Context: an optimization exercise on an open-source flow, tuned for small area. The choices shown serve that exercise and are no tape-out recipe.
Where RTL was checked, it was by simulation tests only, not by an equivalence proof against the original.

==> inputs of 01-09 <==
==> flow/design.v (excerpt) <==
module pipelined_fir(clk,reset,xn,yn);
input clk,reset;
input signed [15:0] xn;
output wire signed [15:0] yn;
reg [15:0] a, b;
reg [17:0] e, f;   
reg [15:0] yr;
wire [15:0] ysum;
wire n1 = ~b[1];
wire n2 = ~b[2];
wire n3 = ~b[3];
wire n4 = ~b[4];
wire n5 = ~b[5];
wire n6 = ~b[6];
wire n7 = ~b[7];
wire n8 = ~b[8];
wire n9 = ~b[9];
wire n10 = ~b[10];
wire n11 = ~b[11];
wire n12 = ~b[12];
wire n13 = ~b[13];
wire n14 = ~b[14];
wire n15 = ~b[15];
wire n46 = ~a[0];
wire n47 = ~a[1];
wire n48 = ~a[2];
wire n49 = ~a[3];
wire n50 = ~a[4];
wire n51 = ~a[5];
wire n52 = ~a[6];
wire n53 = ~a[7];
wire n54 = ~a[8];
wire n55 = ~a[9];
wire n56 = ~a[10];
wire n57 = ~a[11];
wire n58 = ~a[12];
wire n59 = ~a[13];
wire n60 = ~a[14];
wire n61 = ~a[15];
wire n62 = ~b[0];
wire n63 = ~e[1];
wire n64 = ~e[2];
wire n65 = ~e[3];
wire n66 = ~e[4];
wire n67 = ~e[5];
wire n68 = ~e[6];
wire n69 = ~e[7];
wire n70 = ~e[8];
wire n71 = ~e[9];
wire n72 = ~e[10];
wire n73 = ~e[11];
wire n74 = ~e[12];
wire n75 = ~e[13];
wire n76 = ~e[14];
wire n77 = ~e[15];
wire n78 = ~ev[1];
wire n79 = ~e[0];
wire n80 = ~ev[0];
wire n81 = ~f[0];
wire n82 = ~f[16];
always @(posedge clk or posedge reset)
  if (reset) begin
    a <= 16'h0000; b <= 16'h0000; yr <= 16'h0000; e <= 18'b001111111111111110; f <= 18'b001111111111111110;
  end else begin
    a <= xn; b <= a; yr <= ysum; e <= e_next; f <= {ev, e[15:0]};
  end
assign yn = yr;
wire [17:0] e_next;
wire ep = e[17] ^ ~a[15];
wire [1:0] ev;
assign ev[0] = ep ^ ~e[16];
assign ev[1] = ep ? e[16] : e[17];
wire s16, c17;
fir_ha u_s16 (.a(n1), .b(xn[0]), .s(s16), .co(c17));
wire s18, c19;
fir_fa u_s18 (.a(n2), .b(xn[1]), .c(c17), .s(s18), .co(c19));
wire s20, c21;
fir_fa u_s20 (.a(n3), .b(xn[2]), .c(c19), .s(s20), .co(c21));
wire s22, c23;
fir_fa u_s22 (.a(n4), .b(xn[3]), .c(c21), .s(s22), .co(c23));
wire s24, c25;
fir_fa u_s24 (.a(n5), .b(xn[4]), .c(c23), .s(s24), .co(c25));
wire s26, c27;
fir_fa u_s26 (.a(n6), .b(xn[5]), .c(c25), .s(s26), .co(c27));
wire s28, c29;
fir_fa u_s28 (.a(n7), .b(xn[6]), .c(c27), .s(s28), .co(c29));
wire s30, c31;
fir_fa u_s30 (.a(n8), .b(xn[7]), .c(c29), .s(s30), .co(c31));
wire s32, c33;
fir_fa u_s32 (.a(n9), .b(xn[8]), .c(c31), .s(s32), .co(c33));
wire s34, c35;
fir_fa u_s34 (.a(n10), .b(xn[9]), .c(c33), .s(s34), .co(c35));
wire s36, c37;
  ...
export LEC_CHECK = 0
export CAP_MARGIN = 20
export CORE_MARGIN = 2
export CORE_UTILIZATION = 60
export GPL_TIMING_DRIVEN = 0
export SLEW_MARGIN = 20
export SYNTH_HIERARCHICAL = 1
create_clock -name core_clock -period 8.0 [get_ports {clk}]
standard.sh (not shown) runs the stock make flow with config.mk's settings and CLKGATE_MAP_FILE= SYNTH_SCRIPT=/design/flow/synth_recipe.tcl, a recipe that flattens the netlist after the stock synthesis.
==> flow/flow/run.sh <==
#!/bin/bash
# Layout flow: the standard flow (standard.sh, with its synthesis
# unchanged), except that the port buffers use the smallest buffer cell and
# clock tree synthesis runs without dummy balancing loads and with one clock
# buffer type. The full make output goes to standard.log in this folder.
set -e
bash standard.sh \
  'BUFFER_PORTS_ARGS=-buffer_cell sky130_fd_sc_hd__buf_1' \
  'CTS_ARGS=-sink_clustering_enable -repair_clock_nets -dont_use_dummy_load -buf_list sky130_fd_sc_hd__clkbuf_8' \
  finish > standard.log 2>&1
==> 06-08: changes against 01-09 <==
--- a/flow/design.v
+++ b/flow/design.v
@@ -760,72 +760,58 @@
 wire G740 = k689 | s687 & G738;
 wire P741 = s687 & P739;
 wire G742 = ~s433 & G740;
 wire P743 = ~s433 & P741;
 wire G744 = ~s465 & G742;
 wire P745 = ~s465 & P743;
 wire G746 = ~s495 & G744;
 wire P747 = ~s495 & P745;
-wire G748 = k695 | s693 & k692;
-wire P749 = s693 & s690;
-wire P750 = ~s587 & ~s567;
-wire P751 = s696 & ~s605;
-wire G752 = k704 | s702 & k701;
-wire P753 = s702 & s699;
-wire G754 = k710 | s708 & k707;
-wire P755 = s708 & s705;
-wire G756 = k692 | s690 & G746;
-wire P757 = s690 & P747;
-wire G758 = G748 | P749 & G746;
-wire P759 = P749 & P747;
-wire P760 = ~s605 & P750;
-wire P761 = P751 & P750;
-wire G762 = k707 | s705 & G752;
-wire P763 = s705 & P753;
-wire G764 = G754 | P755 & G752;
-wire P765 = P755 & P753;
-wire G766 = ~s567 & G758;
-wire P767 = ~s567 & P759;
-wire G768 = P750 & G758;
-wire P769 = P750 & P759;
-wire G770 = P760 & G758;
-wire P771 = P760 & P759;
-wire G772 = k698 | P761 & G758;
-wire P773 = P761 & P759;
-wire G774 = ~s656 & G764;
-wire P775 = ~s656 & P765;
-wire G776 = k701 | s699 & G772;
-wire P777 = s699 & P773;
-wire G778 = G752 | P753 & G772;
-wire P779 = P753 & P773;
-wire G780 = G762 | P763 & G772;
-wire P781 = P763 & P773;
-wire G782 = G764 | P765 & G772;
-wire P783 = P765 & P773;
-wire G784 = G774 | P775 & G772;
-wire P785 = P775 & P773;
-wire y786 = ~s369 ^ G736;
-wire y787 = s687 ^ G738;
-wire y788 = ~s433 ^ G740;
-wire y789 = ~s465 ^ G742;
-wire y790 = ~s495 ^ G744;
-wire y791 = s690 ^ G746;
-wire y792 = s693 ^ G756;
-wire y793 = ~s567 ^ G758;
-wire y794 = ~s587 ^ G766;
-wire y795 = ~s605 ^ G768;
-wire y796 = s696 ^ G770;
-wire y797 = s699 ^ G772;
-wire y798 = s702 ^ G776;
-wire y799 = s705 ^ G778;
-wire y800 = s708 ^ G780;
-wire y801 = ~s656 ^ G782;
+wire G748 = k692 | s690 & G746;
+wire P749 = s690 & P747;
+wire G750 = k695 | s693 & G748;
+wire P751 = s693 & P749;
+wire G752 = ~s567 & G750;
+wire P753 = ~s567 & P751;
+wire G754 = ~s587 & G752;
+wire P755 = ~s587 & P753;
+wire G756 = ~s605 & G754;
+wire P757 = ~s605 & P755;
+wire G758 = k698 | s696 & G756;
+wire P759 = s696 & P757;
+wire G760 = k701 | s699 & G758;
+wire P761 = s699 & P759;
+wire G762 = k704 | s702 & G760;
+wire P763 = s702 & P761;
+wire G764 = k710 | s708 & k707;
+wire P765 = s708 & s705;
+wire G766 = k707 | s705 & G762;
+wire P767 = s705 & P763;
+wire G768 = G764 | P765 & G762;
+wire P769 = P765 & P763;
+wire G770 = ~s656 & G768;
+wire P771 = ~s656 & P769;
+wire y772 = ~s369 ^ G736;
+wire y773 = s687 ^ G738;
+wire y774 = ~s433 ^ G740;
+wire y775 = ~s465 ^ G742;
+wire y776 = ~s495 ^ G744;
+wire y777 = s690 ^ G746;
+wire y778 = s693 ^ G748;
+wire y779 = ~s567 ^ G750;
+wire y780 = ~s587 ^ G752;
+wire y781 = ~s605 ^ G754;
+wire y782 = s696 ^ G756;
+wire y783 = s699 ^ G758;
+wire y784 = s702 ^ G760;
+wire y785 = s705 ^ G762;
+wire y786 = s708 ^ G766;
+wire y787 = ~s656 ^ G768;
 assign e_next = {b[15], c45, s44, s42, s40, s38, s36, s34, s32, s30, s28, s26, s24, s22, s20, s18, s16, b[0]};
-assign ysum = {y801, y800, y799, y798, y797, y796, y795, y794, y793, y792, y791, y790, y789, y788, y787, y786};
+assign ysum = {y787, y786, y785, y784, y783, y782, y781, y780, y779, y778, y777, y776, y775, y774, y773, y772};
 endmodule
 module fir_fa(a, b, c, s, co);
 input a, b, c;
 output s, co;
 assign s = a ^ b ^ c;
 assign co = (a & b) | (a & c) | (b & c);
 endmodule
 module fir_ha(a, b, s, co);
==> flow/flow/run.sh (replaced) <==
#!/bin/bash
# Layout flow: the standard flow (standard.sh, with its synthesis
# unchanged), except that the port buffers use the smallest buffer cell and
# clock tree synthesis runs without dummy balancing loads and with one clock
# buffer type. The full make output goes to standard.log in this folder.
set -e
bash standard.sh \
  'BUFFER_PORTS_ARGS=-buffer_cell sky130_fd_sc_hd__buf_1' \
  'CTS_ARGS=-sink_clustering_enable -repair_clock_nets -dont_use_dummy_load -root_buf sky130_fd_sc_hd__clkbuf_8 -buf_list {sky130_fd_sc_hd__clkbuf_4 sky130_fd_sc_hd__clkbuf_8}' \
  finish > standard.log 2>&1
==> run notes <==
Met3 Wirelength: 06-08 1590 um; 01-09 1480 um
Die area: 06-08 16000 um^2; 01-09 16000 um^2
Routed via count divided by cell count: 06-08 5.76; 01-09 5.79
Status: 06-08 finished clean; 01-09 finished clean
Cell area after layout: 06-08 9520 um^2; 01-09 9540 um^2
Worst-case hold path end point: 06-08 f[3]; 01-09 f[12]
Total of fill cells in the finished design: 06-08 1056; 01-09 1087
Post-synthesis cell count: 06-08 524; 01-09 530
Fraction of met3 tracks used by global routing: 06-08 5.44%; 01-09 7.04%
Highest-delay cell along the critical path: 06-08 sky130_fd_sc_hd__dfstp_2; 01-09 sky130_fd_sc_hd__a21boi_1
Count of nets after finishing: 06-08 913; 01-09 917
Clk Latency, worst-skew pair: 06-08 0.38 ns; 01-09 0.36 ns
Worst Reg-to-Reg Cells: 06-08 22; 01-09 19
For 01-09, only the layout was checked, not whether the RTL still works.

==> re-timing with driven ports <==
The results above use ideal ports. As a check the final layouts listed here were re-extracted and re-timed, cells and wires unchanged. Step 1 sets driving cells, clkbuf_16 on the clock port and buf_2 on the other inputs (assumed; they add their load-dependent delay and slew). Step 2 times the ports against the registers' clock, not the clock port: input delays grow and output delays shrink by t, the midpoint of the rising clock arrivals with the driver on. a / b / c = ideal ports / drivers / drivers and shift; a / b = the first two.
| run | t, ns | slack for setup (ns) | worst setup path at the end | worst data-port slew with drivers (ns) | pins driven straight from the clock port |
|---|---|---|---|---|---|
| 01-09 | 0.394 | 0.827 / 0.827 / 0.522 | input to register | 0.03 | 1 |
| 06-08 | 0.396 | 0.602 / 0.602 / 0.509 | input to register | 0.03 | 1 |
After both steps setup and hold are still met in every run listed. The setup slack of 01-09, which loses most, moves by 0.000 ns with the drivers and by -0.305 ns with both steps.
